What follows belongs to an exercise in optimizing a design on an open flow for small area; a production flow would make more cautious choices. Where RTL was checked, it was by simulation tests only, not by an equivalence proof against the original. Only the layout flow was run in run 2; the RTL was not checked for function there. Power figures rest on the tool's default switching activity, not on a simulated workload.

--- flow/config.mk ---
export PLATFORM = sky130hd
export DESIGN_NAME = framer
export DESIGN_NICKNAME = framer
export VERILOG_FILES = /design/flow/design.v
export SDC_FILE = /design/flow/constraint.sdc
export NUM_CORES = 4
export LEC_CHECK = 0
export CAP_MARGIN = 20
export CORE_MARGIN = 2
export CORE_UTILIZATION = 60
export SLEW_MARGIN = 20
--- flow/constraint.sdc ---
create_clock -name core_clock -period 5.0 [get_ports {aclk}]
set_input_delay 1.0000 -clock core_clock [delete_from_list [all_inputs] [get_ports {aclk}]]
set_output_delay 1.0000 -clock core_clock [all_outputs]
set_load 0.01 [all_outputs]
--- flow/design.v ---
`timescale 1ns / 1ps
module framer (
    input  wire        aclk,
    input  wire        aresetn,
    input  wire [255:0] s_axis_tdata,
    input  wire         s_axis_tvalid,
    output wire         s_axis_tready,
    output wire [31:0] m_axi_awaddr,
    output wire        m_axi_awvalid,
    input  wire        m_axi_awready,
    output wire [31:0] m_axi_wdata,
    output wire [3:0]  m_axi_wstrb,
    output wire        m_axi_wvalid,
    input  wire        m_axi_wready,
    input  wire [1:0]  m_axi_bresp,
    input  wire        m_axi_bvalid,
    output wire        m_axi_bready,
    output wire [31:0] m_axi_araddr,
    output wire        m_axi_arvalid,
    input  wire        m_axi_arready,
    input  wire [31:0] m_axi_rdata,
    input  wire [1:0]  m_axi_rresp,
    input  wire        m_axi_rvalid,
    output wire        m_axi_rready
);
localparam [2:0]
    S_INIT0 = 3'd0,
    S_INIT  = 3'd1,
    S_IDLE  = 3'd2,
    S_WRITE = 3'd3,
    S_TX    = 3'd4,
    S_WAIT  = 3'd5,
    S_READY = 3'd6;       
localparam [4:0]
    W_ZERO = 5'd31,
    W_C62  = 5'd29,
    W_C9   = 5'd30;
reg [255:0] data;         
reg   [2:0] state;
reg   [4:0] wsel;         
reg         ahead;        
reg         awvalid_reg;
reg         wvalid_reg;
reg         rready_reg;
reg         ar_set;       
wire in_init0 = (state == S_INIT0);
wire in_init  = (state == S_INIT);
wire in_idle  = (state == S_IDLE) | (state == S_READY);
wire tready_reg = (state == S_READY);
wire in_write = (state == S_WRITE);
wire in_tx    = (state == S_TX);
wire in_wait  = (state == S_WAIT);
wire  [4:0] idx       = wsel + {4'b0, ahead};
wire        last_word = (wsel == 5'd24) & ahead;    
wire        hs_exit   = m_axi_wready & wvalid_reg;  
wire        accept    = tready_reg & s_axis_tvalid;   
wire        done      = m_axi_rvalid & (m_axi_rdata == 32'h8);
reg   [2:0] state_next;
reg   [4:0] wsel_next;
reg         ahead_next;
reg         awvalid_next;
reg         wvalid_next;
reg         rready_next;
always @* begin
    state_next   = state;
    wsel_next    = W_ZERO;
    ahead_next   = 1'b1;
    awvalid_next = awvalid_reg;
    wvalid_next  = wvalid_reg;
    rready_next  = rready_reg;
    case (state)
        S_INIT0, S_INIT, S_TX: begin
            state_next = (state == S_INIT0) ? S_INIT : state;
            wsel_next  = (state == S_TX) ? W_C9 : W_C62;
            if (m_axi_awready) begin
                awvalid_next = 1'b0;
                if (awvalid_reg) wvalid_next = 1'b1;
            end else if (!wvalid_reg) begin
                awvalid_next = 1'b1;
            end
            if (hs_exit) begin
                awvalid_next = 1'b0;
                wvalid_next  = 1'b0;
                wsel_next    = W_ZERO;
                state_next   = (state == S_TX) ? S_WAIT : S_IDLE;
            end
        end
        S_IDLE, S_READY: begin
            rready_next = ~accept;
            state_next  = S_READY;
            if (accept) begin
                awvalid_next = 1'b1;
                state_next   = S_WRITE;
            end
        end
        S_WRITE: begin
            wsel_next  = last_word ? 5'd24 : idx;
            ahead_next = last_word | m_axi_wready;
            if (m_axi_wready) begin
                awvalid_next = 1'b1;
                wvalid_next  = 1'b0;
                if (last_word) state_next = S_TX;
            end else begin
                wvalid_next = 1'b1;
                if (m_axi_awready) awvalid_next = 1'b0;
            end
        end
        S_WAIT: begin
            if (!m_axi_rvalid) rready_next = 1'b1;
            if (done) state_next = S_IDLE;
        end
        default: ;
    endcase
end
always @(posedge aclk) begin
    if (tready_reg) data <= s_axis_tdata;
end
always @(posedge aclk) begin
    if (~aresetn) begin
        state       <= S_INIT0;
        wsel        <= W_ZERO;
        ahead       <= 1'b1;
        awvalid_reg <= 1'b0;
        wvalid_reg  <= 1'b0;
        rready_reg  <= 1'b0;
        ar_set      <= 1'b0;
    end else begin
        state       <= state_next;
        wsel        <= wsel_next;
        ahead       <= ahead_next;
        awvalid_reg <= awvalid_next;
        wvalid_reg  <= wvalid_next;
        rready_reg  <= rready_next;
        if (in_wait & ~m_axi_rvalid) ar_set <= 1'b1;
    end
end
wire [31:0] hdr =
    ({32{wsel == 5'd0}} & 32'hFFFFFFFF) |
    ({32{wsel == 5'd1}} & 32'h1800FFFF) |
    ({32{wsel == 5'd2}} & 32'h6b4d023e) |
    ({32{wsel == 5'd3}} & 32'h00450008) |
    ({32{wsel == 5'd4}} & 32'h00005400) |
    ({32{wsel == 5'd5}} & 32'h11ff0000) |
    ({32{wsel == 5'd6}} & 32'h0000eff0) |
    ({32{wsel == 5'd7}} & 32'ha8c00000) |
    ({32{wsel == 5'd8}} & 32'hc507010a) |
    ({32{wsel == 5'd9}} & 32'h4000c507) |
    ({32{wsel == 5'd10}} & 32'h722f0000) |
    ({32{wsel == 5'd11}} & 32'h6f696461) |
    ({32{wsel == 5'd12}} & 32'h6d757264) |
    ({32{wsel == 5'd13}} & 32'h692c0000) |
    ({32{wsel == 5'd14}} & 32'h69696969) |
    ({32{wsel == 5'd15}} & 32'h00696969) |
    ({32{wsel == W_C62}} & 32'h00000062) |
    ({32{wsel == W_C9}}  & 32'h00000009);
wire [8:0] wsel_data;     
genvar gk;
generate
    for (gk = 0; gk < 9; gk = gk + 1) begin : g_sel
        assign wsel_data[gk] = (wsel == 5'd16 + gk);
    end
endgenerate
reg [31:0] wdata;
integer k;
always @* begin
    wdata = hdr;
    for (k = 0; k < 8; k = k + 1) begin
        wdata[31:16] = wdata[31:16] | ({16{wsel_data[k]}} &
                       {data[32*k+23 -: 8], data[32*k+31 -: 8]});
        wdata[15:0]  = wdata[15:0]  | ({16{wsel_data[k+1]}} &
                       {data[32*k+7 -: 8], data[32*k+15 -: 8]});
    end
end
wire base    = ~in_init0;
wire hi_addr = in_init | in_tx;
assign s_axis_tready = tready_reg;
assign m_axi_awaddr  = {1'b0, base, 6'b0, base, base, base, 10'b0,
                        {4{hi_addr}}, ({5{in_write}} & idx) | {hi_addr, hi_addr, hi_addr, in_tx, hi_addr}, 2'b00};
assign m_axi_awvalid = awvalid_reg;
assign m_axi_wdata   = wdata;
assign m_axi_wvalid  = wvalid_reg;
assign m_axi_wstrb   = 4'hF;
assign m_axi_bready  = 1'b1;
assign m_axi_araddr  = {1'b0, ar_set, 6'b0, ar_set, ar_set, ar_set, 10'b0,
                        {9{ar_set}}, 2'b00};
assign m_axi_arvalid = rready_reg & in_wait;
assign m_axi_rready  = rready_reg;
endmodule
--- flow/flow/run.sh ---
#!/bin/bash
# Standard layout with these changes to how it is made:
#  - synthesis maps the logic with an area-oriented ABC script (flow/abc.script);
#    the registers come out of the standard synthesis unchanged,
#  - every I/O port is buffered by a minimum-size buffer,
#  - clock sinks are clustered by CTS without dummy loads,
#  - each constant output value comes from a single tie cell.
set -euo pipefail
here=$(pwd)
cat > "$here/my_synth.tcl" <<EOT
proc abc {args} {
  set i [lsearch \$args -script]
  if {\$i >= 0} { lset args [expr {\$i + 1}] {$here/flow/abc.script} }
  yosys abc {*}\$args
}
source {$here/synth_recipe.tcl}
EOT
bash standard.sh SYNTH_SCRIPT="$here/my_synth.tcl" \
  BUFFER_PORTS_ARGS="-buffer_cell sky130_fd_sc_hd__buf_1" \
  CTS_ARGS="-sink_clustering_enable -repair_clock_nets -buf_list sky130_fd_sc_hd__clkbuf_4 -sink_clustering_size 9 -sink_clustering_max_diameter 50 -dont_use_dummy_load" \
  SKIP_REPAIR_TIE_FANOUT=1 finish > standard_flow.log 2>&1
--- flow/flow/abc.script ---
strash
&get -n
&st
&dch
&nf -R 1000
&st
&dch
&nf -R 1000
&put
topo
--- flow/standard.sh ---
#!/bin/bash
# synth_recipe.tcl (not shown) runs the flow's synth.tcl, then flattens the netlist and writes it again
# the make line also repeats each setting of config.mk as NAME=value (left out here)
make -C /OpenROAD-flow-scripts/flow DESIGN_CONFIG=/design/flow/config.mk WORK_HOME=/design/flow/orfs CLKGATE_MAP_FILE= SYNTH_SCRIPT=/design/flow/synth_recipe.tcl "${@:-finish}"
==> results of run 1 <==
==> synth_stat cells, types with 2 or more instances <==
cell type and number:
a21oi_1 26, nand2_1 56, a222oi_1 41, a31oi_1 2, or2_0 4, nor3_1 11
nand3_1 31, a22oi_1 10, ha_1 2, a221oi_1 19, or3_1 3, clkinv_1 3
a22o_1 15, conb_1 2, o21ai_0 9, nor3b_1 2, and3_1 7, nor2_1 30
buf_4 64, and2_0 5, dfxtp_1 13, a2111oi_0 5, o31ai_1 2, a211oi_1 7
nor2b_1 2, nand2b_1 6, edfxtp_1 256, a21boi_0 4, and4_1 2, nand4_1 10
nor4_1 7
==> how the worst min path moves through the flow <==
stage	from	end	slack, ns	cells after the start
6_report	s_axis_tdata[203]	data[203]$_DFFE_PP_	0.53	1
3_3_place_gp	rready_reg$_SDFFE_PN0P_	rready_reg$_SDFFE_PN0P_	0.52	1
2_1_floorplan	state[1]$_SDFFE_PN0P_	wsel[1]$_SDFF_PN1_	0.53	1
3_5_place_dp	rready_reg$_SDFFE_PN0P_	rready_reg$_SDFFE_PN0P_	0.52	1
5_1_grt	s_axis_tdata[114]	data[114]$_DFFE_PP_	0.50	1
4_1_cts	s_axis_tdata[191]	data[191]$_DFFE_PP_	0.51	1
==> metrics by stage <==
step	utilization, %	hold WS, ns	cells	total power [uW]	worst slack, ns
floorplan	-	0.5343	672	3054	0.05690
global placement	68.90	0.5171	1203	3208	1.290
detailed placement	68.90	0.5206	1203	3227	1.187
CTS	70.46	0.5068	1239	4190	0.5427
global route	70.48	0.5014	1240	4360	0.3952
finish	70.51	0.5306	1242	4169	0.6260
==> area by class of cell <==
type,count,area (um^2)
sequential,269,7948
tap,225,281.5
multi-input combinational,336,2181
timing repair buffer,370,1454
fill,1276,5084
inverter,3,11.26
clock buffer,36,270.3
antenna,3,7.507
==> power by group through the flow <==
stage | clock network [uW] | registers [uW] | logic (uW)
6_report | 989 | 2610 | 572
5_1_grt | 1100 | 2620 | 640
4_1_cts | 1010 | 2610 | 573
3_5_place_dp | 0 | 2660 | 570
3_3_place_gp | 0 | 2650 | 556
2_1_floorplan | 0 | 2650 | 403
==> cell families (layout without fill, tap and decap cells) <==
group,Yosys count,after routing,share of synthesized area (%)
flops,269,269,75.21
other cells,2,5,0.07107
simple gates,178,178,8.158
compound gates,152,152,11.51
fa+ha+maj,2,2,0.2368
buf+inv,67,409,4.653
xor+xnor,2,2,0.1658
==> per-layer routing <==
metal / track usage, % / part of all wire, %
met1: 35.86 / 36
met5: 0 / 0
met3: 7.815 / 9.4
met4: 10.30 / 2.6
met2: 53.83 / 52
==> cell usage in the layout (no fill, tap or decap), drive strengths merged, types with 15 or more instances in the layout <==
| cell type | instances |
|---|---|
| buf | 370 |
| edfxtp | 256 |
| nand2 | 56 |
| nor2 | 30 |
| clkbuf | 36 |
| a21oi | 26 |
| a222oi | 41 |
| a221oi | 19 |
| nand3 | 31 |
| a22o | 15 |
==> impl_metrics.json, run 1 <==
{
  "root_buffer": "clkbuf_4",
  "tns_ns": 0,
  "dieHeight_um": 136.7,
  "h-tree-depth": 2,
  "track_usage_pct": 30.30,
  "yosysUniqueCellTypes": 47,
  "grt_pass1_vias": 7665,
  "clkSinkCount": 269,
  "grt_remaining_overflow": 0,
  "cpMostUsedCell": "nand2_1",
  "period_share_pct": 87.48,
  "reg2reg_depth": 9,
  "slew_headroom_pct": 32.46,
  "achievable-frequency_ghz": 0.2286,
  "status": "no timing/DRC/antenna violations",
  "antenna_found_initial": 2,
  "syn_area_per_cell_um2": 15.73,
  "crit_path_end": "m_axi_wdata[19]",
  "first_iter_violations": 657,
  "combPwrFrac_pct": 13.7,
  "r2r-start": "wsel[1]$_SDFF_PN1_",
  "critical_path_class": "reg -> out",
  "setup_viol": 0,
  "power.leakage_uw": 0.003826,
  "synth_edf_count": 256,
  "start_kind": "flop",
  "tightest_slew_ns": 1.010,
  "peakVddDrop_v": 0.0002562,
  "cpPeakStageDelay_ns": 0.81,
  "coreArea_mm2": 0.01724,
  "synth_seq_cells": 269,
  "hold_viol": 0,
  "placement.cell_area_mm2": 0.01188,
  "wl_per_cell_um": 23.02,
  "seq_power_share_pct": 62.6,
  "fin_nets": 1318,
  "path_buf_inv": 2,
  "cp.depth": 7,
  "numPortBuffers": 356,
  "cp_slowest_cell": "a2111oi_0",
  "yosys-top-cells-area": "edfxtp_1 (73%), buf_4 (4.5%), a222oi_1 (3.9%)",
  "swShare_pct": 26.31,
  "cts_buffer_depth": 3,
  "ant_nets": 0,
  "max_flop_register": "data",
  "power.internal_uw": 3072,
  "synth_top_area_share_pct": 72.74,
  "fin_crit_ns": 4.374,
  "yosysWarnings": 1,
  "cts_buffers": 36,
  "syn-cell-area_mm2": 0.01057,
  "powerDensity_mw_per_mm2": 343.1,
  "switching_power_uw": 1097,
  "synth-main-ff-cell": "edfxtp_1",
  "critical_path_arrival_ns": 3.37,
  "vias": 7571,
  "syn2layout_area_growth_pct": 15.00,
  "cap_viol_max_count": 0,
  "cp-end-kind": "output port",
  "clock_latency_ns": 0.63,
  "top_regs": "data: 256 flops, wsel: 5 flops, state: 3 flops",
  "yosysTopAreaCell": "edfxtp_1",
  "cts_resized": 0,
  "die_w_um": 136.7,
  "clkPwrFrac_pct": 23.7,
  "synth_cells": 672,
  "rr_endpoint": "state[2]$_SDFFE_PN0P_",
  "rows": 48,
  "cp_cell_sequence": "clkinv_1 -> nand2_1 -> or2_0 -> nand2_1 -> a2111oi_0 -> nand3_1 -> buf_1",
  "dp_hpwl_um": 20430,
  "num_io_pins": 406,
  "grt_max_degree": 138,
  "rsz0062_at_grt": "no",
  "clk_pin_slew_ns": 0.10,
  "crit_family": "simple AND/OR/NAND/NOR gates",
  "dieArea_mm2": 0.01869,
  "drc": 0,
  "worstPathRequired_ns": 4.00,
  "drv_slew": 0,
  "synth_nets": 974,
  "cts_hold_buf": 0,
  "gp_congestion": 0.9095,
  "async_flop_share_pct": 0,
  "cts_tree": "built",
  "layout-drive-gt1-share_pct": 5.819,
  "grt_pass1_wl_um": 41370,
  "ys_seq_area_share_pct": 75.21,
  "dr.pass1.iters": 7,
  "start_util_pct": 61.31,
  "largest_reg_flops": 256,
  "r2r_slack_ns": 2.08,
  "hp-class": "in -> reg",
  "cp-startpoint": "wsel[4]$_SDFF_PN1_",
  "final_area_mm2": 0.01215,
  "viasPerCell": 6.096,
  "cts_setup_buffers": 0,
  "finalClockSkew_ns": 0.04884,
  "wl_um": 28590,
  "path_max_fanout": 12
}
==> run 2, diff against run 1 <==
--- a/flow/design.v
+++ b/flow/design.v
@@ -42,5 +42,4 @@
 reg         awvalid_reg;
 reg         wvalid_reg;
-reg         rready_reg;
 reg         ar_set;       
 wire in_init0 = (state == S_INIT0);
@@ -61,5 +60,4 @@
 reg         awvalid_next;
 reg         wvalid_next;
-reg         rready_next;
 always @* begin
     state_next   = state;
@@ -68,9 +66,9 @@
     awvalid_next = awvalid_reg;
     wvalid_next  = wvalid_reg;
-    rready_next  = rready_reg;
     case (state)
         S_INIT0, S_INIT, S_TX: begin
             state_next = (state == S_INIT0) ? S_INIT : state;
             wsel_next  = (state == S_TX) ? W_C9 : W_C62;
+            ahead_next = 1'b0;
             if (m_axi_awready) begin
                 awvalid_next = 1'b0;
@@ -87,5 +85,4 @@
         end
         S_IDLE, S_READY: begin
-            rready_next = ~accept;
             state_next  = S_READY;
             if (accept) begin
@@ -107,5 +104,5 @@
         end
         S_WAIT: begin
-            if (!m_axi_rvalid) rready_next = 1'b1;
+            ahead_next = ahead | ~m_axi_rvalid;
             if (done) state_next = S_IDLE;
         end
@@ -123,5 +120,4 @@
         awvalid_reg <= 1'b0;
         wvalid_reg  <= 1'b0;
-        rready_reg  <= 1'b0;
         ar_set      <= 1'b0;
     end else begin
@@ -131,5 +127,4 @@
         awvalid_reg <= awvalid_next;
         wvalid_reg  <= wvalid_next;
-        rready_reg  <= rready_next;
         if (in_wait & ~m_axi_rvalid) ar_set <= 1'b1;
     end
@@ -184,5 +179,5 @@
 assign m_axi_araddr  = {1'b0, ar_set, 6'b0, ar_set, ar_set, ar_set, 10'b0,
                         {9{ar_set}}, 2'b00};
-assign m_axi_arvalid = rready_reg & in_wait;
-assign m_axi_rready  = rready_reg;
+assign m_axi_arvalid = ahead & in_wait;
+assign m_axi_rready  = (ahead & (in_wait | (state == S_IDLE))) | tready_reg;
 endmodule
--- a/flow/flow/run.sh
+++ b/flow/flow/run.sh
@@ -18,4 +18,4 @@
 bash standard.sh SYNTH_SCRIPT="$here/my_synth.tcl" \
   BUFFER_PORTS_ARGS="-buffer_cell sky130_fd_sc_hd__buf_1" \
-  CTS_ARGS="-sink_clustering_enable -repair_clock_nets -buf_list sky130_fd_sc_hd__clkbuf_4 -sink_clustering_size 9 -sink_clustering_max_diameter 50 -dont_use_dummy_load" \
+  CTS_ARGS="-sink_clustering_enable -repair_clock_nets -buf_list sky130_fd_sc_hd__clkbuf_4 -sink_clustering_size 10 -sink_clustering_max_diameter 60 -dont_use_dummy_load" \
   SKIP_REPAIR_TIE_FANOUT=1 finish > standard_flow.log 2>&1
==> run 2 against run 1 <==
Die area grew 0.15%. Critical endpoint unchanged. Clock skew shrank 0.027 ns. Combinational power fell by 3.5%. Routed wire length grew 2.8%. Critical path depth is the same. Setup slack got worse by 0.24 ns.
==> impl_metrics.json, run 2 <==
{
  "yosys-top-cells-area": "edfxtp_1 (73%), buf_4 (4.5%), a222oi_1 (3.8%)",
  "viasPerCell": 6.194,
  "synth_top_area_share_pct": 72.63,
  "hp-start": "s_axis_tdata[95]",
  "peakVddDrop_v": 0.0002917,
  "status": "no timing/DRC/antenna violations",
  "drv_slew": 0,
  "gp_congestion": 0.9721,
  "dieArea_mm2": 0.01872,
  "power.leakage_uw": 0.003804,
  "critical_path_arrival_ns": 3.61,
  "fin_util_pct": 70.12,
  "layout-drive-gt1-share_pct": 5.539,
  "synth_nets": 979,
  "cap_viol_max_count": 0,
  "yosysUniqueCellTypes": 45,
  "power_uw": 4072,
  "cp_slowest_cell": "a2111oi_0",
  "die_w_um": 136.8,
  "tightest_slew_ns": 1.089,
  "first_iter_violations": 775,
  "wl_per_cell_um": 23.74,
  "wl_um": 29390,
  "grt_pass1_wl_um": 42390,
  "cpPeakStageDelay_ns": 0.75,
  "r2r-start": "wsel[1]$_SDFF_PN1_",
  "dr.pass1.iters": 9,
  "grt_max_degree": 162,
  "cp_cell_sequence": "clkinv_1 -> nand2_1 -> or2_0 -> nand2_1 -> a2111oi_0 -> nand3_1 -> buf_1",
  "cts_resized": 0,
  "synth_common_cells": "edfxtp_1 (256), buf_4 (64), nand2_1 (49)",
  "period_share_pct": 92.22,
  "syn_area_per_cell_um2": 15.63,
  "coreArea_mm2": 0.01730,
  "cts_buffer_depth": 3,
  "cts_setup_buffers": 0,
  "finalClockSkew_ns": 0.02156,
  "cpMostUsedCell": "nand2_1",
  "num_io_pins": 406,
  "cp-end-kind": "output port",
  "synth_most_common_cell": "edfxtp_1",
  "vias": 7668,
  "setup_viol": 0,
  "dieHeight_um": 136.8,
  "mostFrequentLayoutCell": "buf_1",
  "slew_headroom_pct": 27.20,
  "rows": 48,
  "path_max_fanout": 12,
  "syn-cell-area_mm2": 0.01058,
  "worstPathRequired_ns": 4.00,
  "synth-main-ff-cell": "edfxtp_1",
  "fin_nets": 1315,
  "synth_seq_cells": 268,
  "synth_cells": 677,
  "clk_pin_slew_ns": 0.11,
  "rsz0062_at_grt": "no",
  "ys_seq_area_share_pct": 74.90,
  "powerDensity_mw_per_mm2": 335.7,
  "layout_common_cells": "buf_1 (356), edfxtp_1 (256), nand2_1 (49), a222oi_1 (40), nand3_1 (31)",
  "max_flop_register": "data",
  "hold_viol": 0,
  "reg2reg_depth": 8,
  "numPortBuffers": 356,
  "root_buffer": "clkbuf_4",
  "yosysTopAreaCell": "edfxtp_1",
  "largest_reg_flops": 256,
  "hp-class": "in -> reg",
  "cts_buffers": 30,
  "achievable-frequency_ghz": 0.2169,
  "grt_pass1_vias": 7723,
  "dp_hpwl_um": 20790,
  "ant_nets": 0,
  "grt_remaining_overflow": 0,
  "clkSinkCount": 268,
  "track_usage_pct": 31.11,
  "synth_edf_count": 256,
  "r2r_slack_ns": 2.25,
  "start_util_pct": 61.19,
  "syn2layout_area_growth_pct": 14.60,
  "worstHoldEndpoint": "data[95]$_DFFE_PP_",
  "cts_hold_buf": 0,
  "antenna_found_initial": 2,
  "cts_tree": "built",
  "start_kind": "flop",
  "clock_latency_ns": 0.68,
  "min_delay_path_depth": 1,
  "yosysWarnings": 1,
  "top_regs": "data: 256 flops, wsel: 5 flops, state: 3 flops",
  "fin_crit_ns": 4.611,
  "h-tree-depth": 1,
  "rr_endpoint": "state[1]$_SDFFE_PN0P_",
  "critical_path_class": "reg -> out",
  "drc": 0,
  "async_flop_share_pct": 0
}
## run 2: changes by cell type in the layout (fill, tap and decap cells not counted), sizes merged, moves of 5 or more
cell and delta:
o21ai +11, a22oi +11, a21oi -11, nand2 -7
clkbuf -6, nor2 +5
## run 2: metal layers
layer	vias to the layer above	part of all wire, %	GRT usage, %	wire, um
li1	3402	-	-	-
met1	3664	35	38.55	10370
met2	527	51	54.25	15050
met3	75	10	6.630	2941
met4	0	3.5	11.28	1026
met5	-	0	0	0
## run 2: metrics by stage
stage	cells	hold slack, ns	instance area [um^2]	setup slack (ns)	setup TNS, ns
after floorplan	677	0.5153	10610	-0.2246	-0.2246
after global placement	1206	0.5579	11900	1.291	0
after detailed placement	1206	0.5511	11900	1.218	0
after CTS	1236	0.4261	12120	0.4448	0
after global routing	1238	0.4329	12130	0.1782	0
final	1238	0.4812	12130	0.3888	0
## run 2: how the worst max path moves through the flow
| stage | cells past startpoint | start | to | slack [ns] |
|---|---|---|---|---|
| 2_1_floorplan | 2 | state[0]$_SDFFE_PN0P_ | s_axis_tready | -0.22 |
| 3_3_place_gp | 9 | wsel[1]$_SDFF_PN1_ | m_axi_wdata[21] | 1.29 |
| 3_5_place_dp | 9 | wsel[1]$_SDFF_PN1_ | m_axi_wdata[21] | 1.22 |
| 4_1_cts | 9 | wsel[1]$_SDFF_PN1_ | m_axi_wdata[21] | 0.44 |
| 5_1_grt | 7 | wsel[4]$_SDFF_PN1_ | m_axi_wdata[19] | 0.18 |
| 6_report | 7 | wsel[4]$_SDFF_PN1_ | m_axi_wdata[19] | 0.39 |
## run 2: cell families after synthesis
kind of cell               after synthesis  share of synthesized area (%)
adders and majority gates                2                         0.2364
other                                    2                        0.07096
DFF                                    268                          74.90
muxes                                    1                         0.1064
AOI/OAI and AO/OA                      160                          11.98
xor gates and xnor gates                 2                         0.1655
and+or+nand+nor                        173                          7.826
buffers and inverters                   69                          4.717
## run 2: power by group
part / internal [uW] / switching (uW)
clock network: 275 / 630
registers: 2540 / 75.3
logic: 192 / 360
total: 3010 / 1070
## run 2: area by class of cell
| cell class | instances | area (um^2) |
|---|---|---|
| Multi-Input combinational cell | 340 | 2225 |
| Fill cell | 1239 | 5167 |
| Inverter | 5 | 20.02 |
| Sequential cell | 268 | 7934 |
| Tap cell | 225 | 281.5 |
| Antenna cell | 2 | 5.005 |
| Timing Repair Buffer | 368 | 1439 |
| Clock buffer | 30 | 225.2 |
## run 2: worst max-delay path, delay by kind of cell (launching register included)
| family | cells | cell delay [ns] |
|---|---|---|
| buffers and inverters | 2 | 0.55 |
| AND/OR/NAND/NOR | 4 | 1.03 |
| flip-flops | 1 | 0.60 |
| AO/OA/AOI/OAI | 1 | 0.75 |

-- re-timing with driven ports --
No port has a modelled driver above. Below, the same layouts with a new extraction and two added sets of constraints.
Step 1 (the two cells are an assumption about what drives the block):
set clk [get_ports {aclk}]
set_driving_cell -lib_cell sky130_fd_sc_hd__clkbuf_16 $clk
set_driving_cell -lib_cell sky130_fd_sc_hd__buf_2 [delete_from_list [all_inputs] $clk]
Step 2 also shifts input and output timing later by t, the mid clock arrival at the registers, as if the neighbouring blocks saw the same clock.
Slacks: ideal ports / drivers / drivers and shift; pairs: ideal ports / drivers.
| run | t, ns | setup slack, ns | hold slack, ns | worst setup path after step 2 | worst slew at a driven data input, ns |
|---|---|---|---|---|---|
| run 1 | 0.643 | 0.626 / 0.584 / 1.228 | 0.531 / 0.515 / 0.536 | register to output | 0.07 |
| run 2 | 0.710 | 0.389 / 0.350 / 1.060 | 0.481 / 0.470 / 0.580 | register to output | 0.09 |
After both steps setup and hold are still met in every run listed.
